From an optimization exercise on the open Yosys and OpenROAD flow, aimed at small area, a short achievable clock period and few clock cycles per item; shortcuts taken in it are not production practice. Only simulation tests tie the RTL to the original design; equivalence was not proved. Power is estimated from default activity; no workload was simulated.

Setup of the previous run:
Design accumulator_multiplier, start of the top module:
module accumulator_multiplier
(
    input logic clock, reset,
    input logic [31:0] multiplicand, multiplier,
    output logic [63:0] out,
    output logic done
);
Size in the first run: about 2600 cells after synthesis, about 130 I/O pins.
==> flow/config.mk <==
export PLATFORM = sky130hd
export DESIGN_NAME = accumulator_multiplier
export DESIGN_NICKNAME = accumulator_multiplier
export VERILOG_FILES = /design/flow/design.v
export SDC_FILE = /design/flow/constraint.sdc
export NUM_CORES = 4
export LEC_CHECK = 0
export ABC_AREA = 1
export CAP_MARGIN = 20
export CORE_MARGIN = 2
export CORE_UTILIZATION = 40
export SETUP_SLACK_MARGIN = 1.0
export SLEW_MARGIN = 20
==> flow/constraint.sdc <==
create_clock -name core_clock -period 6.0 [get_ports {clock}]
set_input_delay 1.2000 -clock core_clock [delete_from_list [all_inputs] [get_ports {clock}]]
set_output_delay 1.2000 -clock core_clock [all_outputs]
set_load 0.01 [all_outputs]
standard.sh (not shown) runs the stock make flow with config.mk's settings and CLKGATE_MAP_FILE= SYNTH_SCRIPT=/design/flow/synth_recipe.tcl, a recipe that flattens the netlist after the stock synthesis.
==> flow/flow/run.sh <==
#!/bin/bash
# Own layout flow: the standard flow (standard.sh) with two changes.
# 1. Yosys's generic "abc -fast" pre-mapping inside synth is skipped (synth -noabc).
#    It scrambles the full-adder structure of the multiplier tree, so extract_fa then
#    maps the adders with an inverter on nearly every pin. The final ABC mapping and
#    the register set are the standard synthesis's.
# 2. The port buffers are buf_1 cells instead of the slow clkdlybuf4s50_1 that
#    buffer_ports picks by default; every port still gets its buffer.
set -euo pipefail
cd "$(dirname "$0")/.."
sed '1s/-noshare/-noshare -noabc/' synth_recipe.tcl > flow_synth.tcl
sed 's#/synth_recipe\.tcl#/flow_synth.tcl#g' standard.sh > flow_standard.sh
grep -q flow_synth.tcl flow_standard.sh
EXTRA=(BUFFER_PORTS_ARGS="-buffer_cell sky130_fd_sc_hd__buf_1")
bash flow_standard.sh "${EXTRA[@]}" synth > flow_synth.log 2>&1
bash flow_standard.sh "${EXTRA[@]}" finish > flow_layout.log 2>&1
test -s out/final.def
Testbench counts of the previous run, summed over its fixed seeds: cycles 4,800, items 2,400.
### the previous run -> the current run
- SETUP_SLACK_MARGIN changed from 1.0 to 1.15
Results
For the previous run, the critical path launch point was multiplier[15], unlike the current run, where it was multiplier[1].
Taking the previous run as the reference, in the current run utilization of the core after routing shows an increase of 2.4 points, critical path depth in cells shows an increase of 3, worst setup slack shows an increase of 0.080 ns.
As far as tap cell count goes, the previous run and the current run are indistinguishable; the numbers are identical.


== run A ==
accumulator_multiplier, a different RTL version from the one above (not shown whole).
Size in the first run: about 2600 cells after synthesis, roughly 130 flip-flops, roughly 130 I/O pins, ~26000 um^2 of cells after synthesis.
Settings: LEC_CHECK=0, ABC_AREA=1, CAP_MARGIN=20, CORE_MARGIN=2, CORE_UTILIZATION=65, SETUP_SLACK_MARGIN=1.0, SLEW_MARGIN=20; clock period 6.0 ns.
==> flow/flow/run.sh <==
#!/bin/bash
# Own layout flow: the standard flow (standard.sh) with two changes.
# 1. Yosys's generic "abc -fast" pre-mapping inside synth is skipped (synth -noabc).
#    It scrambles the full-adder structure of the multiplier tree, so extract_fa then
#    maps the adders with an inverter on nearly every pin. The final ABC mapping and
#    the register set are the standard synthesis's.
# 2. The port buffers are buf_2 cells instead of the slow clkdlybuf4s50_1 that
#    buffer_ports picks by default; every port still gets its buffer.
set -euo pipefail
cd "$(dirname "$0")/.."
sed '1s/-noshare/-noshare -noabc/' synth_recipe.tcl > flow_synth.tcl
sed 's#/synth_recipe\.tcl#/flow_synth.tcl#g' standard.sh > flow_standard.sh
grep -q flow_synth.tcl flow_standard.sh
EXTRA=(BUFFER_PORTS_ARGS="-buffer_cell sky130_fd_sc_hd__buf_2")
bash flow_standard.sh "${EXTRA[@]}" synth > flow_synth.log 2>&1
bash flow_standard.sh "${EXTRA[@]}" finish > flow_layout.log 2>&1
test -s out/final.def
Testbench counts of run A, summed over its fixed seeds: cycles 4,800, items 2,400.
Setup changes, run A to run B
Settings: SLEW_MARGIN changed from 20 to 50; CORE_UTILIZATION changed from 65 to 40.
--- outcome ---
Run B: PASS, flow complete, no timing, DRC or antenna violations. Measured against each other, run B and run A differ in final period demand of the worst path, the lower figure coming from run B. Global-route usage: run B < run A. Summary of run B over run A: non-clock buffer count grew by 16; worst setup slack after layout +0.033 ns; cell area shows an increase of 540 um^2; fraction of area in multi-input gates shrank by 1.4 points. Diff run A -> run B: power fell 3.1%; area of the core increased by about 60% relative to the old numbers; met2 layer usage reported by global route went down 18 points; number of buffer and inverter stages on the critical path shrank by 1. For run A, the worst setup path startpoint was multiplier[15], unlike run B, where it was multiplier[3].
#### Input delta (run C over run B)
Settings: an added CTS_BUF_LIST of sky130_fd_sc_hd__clkbuf_4 sky130_fd_sc_hd__clkbuf_8; a change of SLEW_MARGIN from 50 to 20.
Findings:
In run C, the cell area after layout came out 370 um^2 below the value in run B. Die area: run C vs run B identical. Post-route total power in run C is 0.38 mW lower than in run B. The largest fanout of any net on the critical path number comes out higher for run B vs run C. Global-route wire length before repair: run B vs run C, no meaningful difference.


Setup of v6:
Starting RTL as in the previous note.
clock: 6.0 ns
lec_check: 0
abc_area: 1
cap_margin: 20
core_margin: 2
core_utilization: 40
setup_slack_margin: 1.0
slew_margin: 20
Scripts as last shown in full above: flow/flow/run.sh
Having completed the whole flow, v6 delivered a layout that passed the timing, design-rule and antenna checks.
Testbench counts of v6, summed over its fixed seeds: cycles 4,800, items 2,400.
The following lists how v7 was set up differently from v6:
Settings: CORE_UTILIZATION changed from 40 to 65; SETUP_SLACK_MARGIN changed from 1.0 to 1.3.
Findings:
Taking v6 as the reference, in v7 non-clock buffer count shows an increase of 21; growth of design area from synthesis to finish shows an increase of 4.0 points; portion of total power attributed to combinational logic shows an increase of 0.6 points; via count shows an increase of 811.
Count of clock-buffer cells in the layout (v7 over v6): increase, 2
Summary of v7 over v6: total power consumption of the routed design went up by about 6.5%; half-perimeter wire length after placement went down by about 4%; wire length of the first global-routing pass was more or less identical.


accumulator_multiplier, a different RTL version from the one above (not shown whole).
Size: ~2,600 cells after synthesis, ~0.026 sq mm of cells after synthesis.
clock: 6.0 ns
lec_check: 0
abc_area: 1
cap_margin: 20
core_margin: 2
core_utilization: 40
setup_slack_margin: 1.3
slew_margin: 20
==> flow/flow/run.sh <==
#!/bin/bash
# Own layout flow: the standard flow (standard.sh) with two changes.
# 1. Yosys's generic "abc -fast" pre-mapping inside synth is skipped (synth -noabc).
#    It scrambles the full-adder structure of the multiplier tree, so extract_fa then
#    maps the adders with an inverter on nearly every pin. The final ABC mapping and
#    the register set are the standard synthesis's.
# 2. The port buffers are buf_1 cells instead of the slow clkdlybuf4s50_1 that
#    buffer_ports picks by default; every port still gets its buffer.
set -euo pipefail
cd "$(dirname "$0")/.."
sed '1s/-noshare/-noshare -noabc/' synth_recipe.tcl > flow_synth.tcl
sed 's#/synth_recipe\.tcl#/flow_synth.tcl#g' standard.sh > flow_standard.sh
grep -q flow_synth.tcl flow_standard.sh
EXTRA=(BUFFER_PORTS_ARGS="-buffer_cell sky130_fd_sc_hd__buf_1")
bash flow_standard.sh "${EXTRA[@]}" synth > flow_synth.log 2>&1
bash flow_standard.sh "${EXTRA[@]}" finish > flow_layout.log 2>&1
test -s out/final.def
Testbench counts at the start, summed over its fixed seeds: cycles 4,800, items 2,400.
==> next run, changes <==
Settings changed: CORE_UTILIZATION 40 to 70.
After rerunning: Via count went up by 4.8%. Final cell count went down by 11%. Design area went down by 2.5%. Count of clock-buffer cells in the layout is higher by 1. Die area drops by 42%. Fmax rose by 1.3%. Sequential share of layout area increases by 0.23 points. Worst hold slack improves by 89 ps.
==> next run, changes <==
Settings changed: CORE_UTILIZATION 70 to 40, CTS_BUF_LIST set to sky130_fd_sc_hd__clkbuf_4 sky130_fd_sc_hd__clkbuf_8.
Via count is lower by 4.0%.
Wire length is higher by 1.3%.
Critical path depth is higher by 9.
Utilization is lower by 32 points.
Global-route usage is lower by 20 points.
Count of clock-buffer cells in the layout is lower by 1.
Power is higher by 3.9%.
Cell area is higher by 2.5%.
First-iteration DRC count is lower by 27%.
==> next run, changes <==
Settings changed: CTS_BUF_LIST sky130_fd_sc_hd__clkbuf_4 sky130_fd_sc_hd__clkbuf_8 to unset, SETUP_SLACK_MARGIN 1.3 to 1.0.
What happened:
- total power went down by 7.6%
- synthesized cell count is unchanged
- synthesized area does not change
- clock-buffer cell count does not change
- final cell count came out lower by 0.59%
- non-clock buffer count goes down by 20
- worst setup slack gets worse by 26 ps
==> next run, changes <==
Settings changed: SETUP_SLACK_MARGIN 1.0 to 1.2.
Outcome:
- The new run ran to the end with no violations
- hold slack stays flat
- clock power stays flat
- routed wire length hardly moves
- design area came out higher by 0.79%
- final cell count is about the same
- non-clock buffer count rose by 4

[separate check: timing with driven ports]
The results above use ideal ports. As a check the final layouts listed here were re-extracted and re-timed, cells and wires unchanged. Step 1 assumes that a clkbuf_16 drives the clock port and a buf_2 every other input. Step 2 moves the port delays by t, midway between the first and last clock arrival at a register: inputs arrive t later, outputs are due t later. That takes back most of the time a late clock gives input paths. a / b / c = no drivers / after step 1 / after step 2; a / b = the first two.
run	shift t [ns]	slack for setup (ns)	clock arrival spread, ns
the previous run	0.556	1.002 / 1.044 / 0.487	0.028 / 0.027
the current run	0.563	1.083 / 1.112 / 0.549	0.011 / 0.012
run A	0.567	1.019 / 1.018 / 0.452	0.017 / 0.017
run B	0.551	1.051 / 0.960 / 0.409	0.026 / 0.026
run C	0.633	1.031 / 0.956 / 0.323	0.027 / 0.027
v6	0.558	1.058 / 0.999 / 0.441	0.013 / 0.014
v7	0.531	1.288 / 1.302 / 0.771	0.018 / 0.018
the first run of note 4	0.552	1.275 / 1.217 / 0.818	0.017 / 0.017
the second run of note 4	0.528	1.337 / 1.327 / 0.817	0.013 / 0.013
the third run of note 4	0.619	1.133 / 1.080 / 0.762	0.031 / 0.031
the fourth run of note 4	0.562	1.106 / 1.100 / 0.577	0.029 / 0.029
the fifth run of note 4	0.554	1.236 / 1.254 / 0.699	0.029 / 0.029
After both steps setup and hold are still met in every run listed. For run C, which loses most, drivers alone change the setup slack by -0.075 ns; drivers and shift together by -0.708 ns.
